This design comes from an exercise in tuning for small area and a short achievable clock period on the open sky130 flow, not from production work.
Power figures rest on the tool's default switching activity, not on a simulated workload.

==> inputs of job 1963 <==
==> flow/design.v <==
`timescale 1 ns / 1 ps
`default_nettype none
module sf_aoi222(input wire a0, input wire b0, input wire a1, input wire b1,
                 input wire a2, input wire b2, output wire y);
    assign y = ~((a0 & b0) | (a1 & b1) | (a2 & b2));
endmodule
module sf_nand2(input wire a, input wire b, output wire y);
    assign y = ~(a & b);
endmodule
module sf_nand4(input wire a, input wire b, input wire c, input wire d, output wire y);
    assign y = ~(a & b & c & d);
endmodule
module sf_oai21(input wire a1, input wire a2, input wire b1, output wire y);
    assign y = ~((a1 | a2) & b1);
endmodule
module sf_nor2(input wire a, input wire b, output wire y);
    assign y = ~(a | b);
endmodule
module sf_row16(input wire [15:0] m, input wire [15:0] csel, input wire rsel,
                output wire y);
    wire [5:0] p;
    wire x1, x2;
    sf_aoi222 u0(.a0(m[0]),  .b0(csel[0]),  .a1(m[1]),  .b1(csel[1]),  .a2(m[2]),  .b2(csel[2]),  .y(p[0]));
    sf_aoi222 u1(.a0(m[3]),  .b0(csel[3]),  .a1(m[4]),  .b1(csel[4]),  .a2(m[5]),  .b2(csel[5]),  .y(p[1]));
    sf_aoi222 u2(.a0(m[6]),  .b0(csel[6]),  .a1(m[7]),  .b1(csel[7]),  .a2(m[8]),  .b2(csel[8]),  .y(p[2]));
    sf_aoi222 u3(.a0(m[9]),  .b0(csel[9]),  .a1(m[10]), .b1(csel[10]), .a2(m[11]), .b2(csel[11]), .y(p[3]));
    sf_aoi222 u4(.a0(m[12]), .b0(csel[12]), .a1(m[13]), .b1(csel[13]), .a2(m[14]), .b2(csel[14]), .y(p[4]));
    sf_nand2  u5(.a(m[15]), .b(csel[15]), .y(p[5]));
    sf_nand4  u6(.a(p[0]), .b(p[1]), .c(p[2]), .d(p[3]), .y(x1));
    sf_nand2  u7(.a(p[4]), .b(p[5]), .y(x2));
    sf_oai21  u8(.a1(x1), .a2(x2), .b1(rsel), .y(y));
endmodule
module sync_fifo
    #(
    parameter DATA_WIDTH = 8,
    parameter ADDR_WIDTH = 8
    )(
    clk,
    rst_n,
    wr_en,
    wr_full,
    wr_data,
    rd_en,
    rd_empty,
    rd_data
    );
    input wire clk;
    input wire rst_n;
    input wire wr_en;
    output wire wr_full;
    input wire [DATA_WIDTH-1:0] wr_data;
    input wire rd_en;
    output wire rd_empty;
    output reg [DATA_WIDTH-1:0] rd_data;
    wire [2047:0] memv;     
    reg [7:0] head;         
    reg [7:0] wlast;        
    reg lastw;              
    reg [7:0] wr_ptr;
    reg nb;                 
    reg [15:0] cb0, cb1;    
    reg [2:0] rb0, rb1;     
    reg [8:0] cnt;          
    reg full_r, nempty_r, one_r, two_r;
    reg full_o, empty_o;    
    wire empty = ~nempty_r;
    wire enq = wr_en & ~full_r;
    wire deq = rd_en & nempty_r;
    assign wr_full  = full_o;
    assign rd_empty = empty_o;
    genvar i, r, c, b, k;
    wire [15:0] wrow_n, wcol_n;
    generate
        for (i = 0; i < 16; i = i + 1) begin : g_wdec
            assign wrow_n[i] = ~(enq & (wr_ptr[0] == i[3]) & (wr_ptr[7:5] == i[2:0]));
            assign wcol_n[i] = ~(wr_ptr[4:1] == i);
        end
        for (k = 0; k < 2; k = k + 1) begin : g_wb
            for (r = 0; r < 8; r = r + 1) begin : g_wr
                for (c = 0; c < 16; c = c + 1) begin : g_wc
                    wire we;
                    reg [7:0] q;
                    sf_nor2 u_we(.a(wrow_n[k*8+r]), .b(wcol_n[c]), .y(we));
                    always @(posedge clk)
                        if (we) q <= wr_data;
                    assign memv[((r*16+c)*2+k)*8 +: 8] = q;
                end
            end
        end
    endgenerate
    wire [7:0] rs0 = 8'b1 << rb0;
    wire [7:0] rs1 = 8'b1 << rb1;
    wire [1:0] sd0 [0:7];
    wire [1:0] sd1 [0:7];
    reg  [1:0] s0 [0:7];
    reg  [1:0] s1 [0:7];
    generate
        for (k = 0; k < 2; k = k + 1) begin : g_rb
            for (b = 0; b < 8; b = b + 1) begin : g_bit
                wire [7:0] ry;
                for (r = 0; r < 8; r = r + 1) begin : g_row
                    wire [15:0] m;
                    for (c = 0; c < 16; c = c + 1) begin : g_m
                        assign m[c] = memv[((r*16+c)*2+k)*8 + b];
                    end
                    sf_row16 u_row(.m(m), .csel(k ? cb1 : cb0),
                                   .rsel(k ? rs1[r] : rs0[r]), .y(ry[r]));
                end
                wire h0, h1;
                sf_nand4 u_h0(.a(ry[0]), .b(ry[1]), .c(ry[2]), .d(ry[3]), .y(h0));
                sf_nand4 u_h1(.a(ry[4]), .b(ry[5]), .c(ry[6]), .d(ry[7]), .y(h1));
                if (k == 0) begin : g_k0
                    assign sd0[b] = {h1, h0};
                end else begin : g_k1
                    assign sd1[b] = {h1, h0};
                end
            end
        end
        for (b = 0; b < 8; b = b + 1) begin : g_s
            always @(posedge clk) begin
                s0[b] <= sd0[b];
                s1[b] <= sd1[b];
            end
        end
    endgenerate
    wire [7:0] v0, v1;
    generate
        for (b = 0; b < 8; b = b + 1) begin : g_v
            assign v0[b] = |s0[b];
            assign v1[b] = |s1[b];
        end
    endgenerate
    always @(posedge clk) begin
        if (empty | (deq & one_r))
            head <= wr_data;
        else if (deq)
            head <= (two_r & lastw) ? wlast : (nb ? v1 : v0);
        rd_data <= head;
        wlast <= wr_data;
        lastw <= enq;
    end
    wire [6:0] l0 = wr_ptr[7:1] + 1'b1;        
    wire [6:0] l1 = wr_ptr[7:1] + wr_ptr[0];   
    always @(posedge clk) begin
        wr_ptr <= wr_ptr + enq;
        if (empty) begin
            nb  <= ~wr_ptr[0];
            cb0 <= 16'b1 << l0[3:0];
            rb0 <= l0[6:4];
            cb1 <= 16'b1 << l1[3:0];
            rb1 <= l1[6:4];
        end else if (deq) begin
            nb <= ~nb;
            if (nb) begin
                cb1 <= {cb1[14:0], cb1[15]};
                if (cb1[15]) rb1 <= rb1 + 1'b1;
            end else begin
                cb0 <= {cb0[14:0], cb0[15]};
                if (cb0[15]) rb0 <= rb0 + 1'b1;
            end
        end
    end
    wire cnt_is3   = (cnt == 9'd3);
    wire cnt_is255 = (cnt == 9'd255);
    always @(posedge clk or negedge rst_n) begin
        if (!rst_n) begin
            cnt      <= 9'd0;
            full_r   <= 1'b0;
            nempty_r <= 1'b0;
            one_r    <= 1'b0;
            two_r    <= 1'b0;
            full_o   <= 1'b0;
            empty_o  <= 1'b1;
        end else begin
            case ({enq, deq})
                2'b10: begin
                    cnt      <= cnt + 1'b1;
                    full_r   <= cnt_is255;
                    full_o   <= cnt_is255;
                    nempty_r <= 1'b1;
                    empty_o  <= 1'b0;
                    one_r    <= empty;
                    two_r    <= one_r;
                end
                2'b01: begin
                    cnt      <= cnt - 1'b1;
                    full_r   <= 1'b0;
                    full_o   <= 1'b0;
                    nempty_r <= ~one_r;
                    empty_o  <= one_r;
                    one_r    <= two_r;
                    two_r    <= cnt_is3;
                end
                default: ;
            endcase
        end
    end
endmodule
`resetall
==> flow/run.sh <==
#!/bin/bash
# synth_recipe.tcl (not shown) runs the flow's synth.tcl, then flattens the netlist and writes it again
# the make line also repeats each setting of config.mk as NAME=value (left out here)
make -C /OpenROAD-flow-scripts/flow DESIGN_CONFIG=/design/flow/config.mk WORK_HOME=/design/flow/orfs CLKGATE_MAP_FILE= SYNTH_SCRIPT=/design/flow/synth_recipe.tcl finish
==> flow/config.mk <==
export PLATFORM = sky130hd
export DESIGN_NAME = sync_fifo
export DESIGN_NICKNAME = sync_fifo
export VERILOG_FILES = /design/flow/design.v
export SDC_FILE = /design/flow/constraint.sdc
export NUM_CORES = 8
export LEC_CHECK = 0
export CAP_MARGIN = 20
export CORE_MARGIN = 2
export CORE_UTILIZATION = 55
export CTS_CLUSTER_DIAMETER = 100
export CTS_CLUSTER_SIZE = 30
export SETUP_SLACK_MARGIN = 1.3
export SLEW_MARGIN = 20
export SYNTH_HIERARCHICAL = 1
==> flow/constraint.sdc <==
create_clock -name core_clock -period 3.6 [get_ports {clk}]
set_input_delay 0.7200 -clock core_clock [delete_from_list [all_inputs] [get_ports {clk}]]
set_output_delay 0.7200 -clock core_clock [all_outputs]
set_load 0.01 [all_outputs]
==> job 1596 (differences from job 1963) <==
- CORE_UTILIZATION: 55 -> 40
- SETUP_SLACK_MARGIN: 1.3 -> 1.6
==> comparison <==
In job 1963 the final cell count is lower than in job 1596, by 7.8%.
In synthesized cell count, job 1963 and job 1596 do not differ.
Between job 1963 and job 1596, the lower global-route usage is in job 1596 (gap 6.3 points).
Hold slack: job 1963 is higher than job 1596 (0.037 ns).
Job 1963 passed the timing, DRC and antenna checks. Job 1596 produced a clean layout.
Area after synthesis is the same in job 1963 and job 1596.
In job 1596 the wire length is higher than in job 1963, by 9.8%.
==> figures <==
	job 1963	job 1596
Result of the run	complete, no violations	complete, no violations
Static leakage	0.02661 uW	0.02662 uW
Die area	142500 sq um	195300 sq um
Number of DRC markers after the initial detailed-route iteration	8054	9410
Area of the multi-input gates	13060 sq um	15120 sq um
Via count of the first global-routing pass	40730	42040
Share of final layout cell area taken by non-clock buffers	0.04306	0.04901
Clock network latency to the later pin of the worst-skew pair	0.75 ns	0.76 ns
Core area	139000 sq um	190400 sq um
Reg-to-reg endpoint	g_wb[0].g_wr[6].g_wc[4].q[5]$_DFFE_PP_	s0[2][0]$_DFF_P_
Worst Tran Pin Value	1.064 ns	1.019 ns
Routed length on met1	86.94 mm	89.73 mm
Required time at the worst-slack endpoint	4.05 ns	4.17 ns
Combinational cell power	6880 uW	9510 uW
Function was not checked in any run of this note: the RTL went through the layout flow alone.

-- separate check: timing with driven ports --
Ports are ideal in the flow. The routed layouts listed here were re-timed in OpenROAD. Step 1 (the two cells are an assumption about what drives the block):
set clk [get_ports {clk}]
set_driving_cell -lib_cell sky130_fd_sc_hd__clkbuf_16 $clk
set_driving_cell -lib_cell sky130_fd_sc_hd__buf_2 [delete_from_list [all_inputs] $clk]
Step 2 times the ports against the registers' clock, not the clock port: input delays grow and output delays shrink by t, the midpoint of the rising clock arrivals with the driver on. Slacks: no drivers / after step 1 / after step 2; pairs: no drivers / after step 1.
run	t, ns	slack for setup (ns)	hold slack, ns	worst slew at a driven data input, ns
job 1963	0.816	1.210 / 1.210 / 0.610	0.355 / 0.315 / 0.356	0.06
job 1596	0.822	1.238 / 1.238 / 0.727	0.318 / 0.282 / 0.382	0.06
After both steps every run listed still meets setup and hold. For job 1963, which loses most, drivers alone change the setup slack by 0.000 ns; drivers and shift together by -0.600 ns.
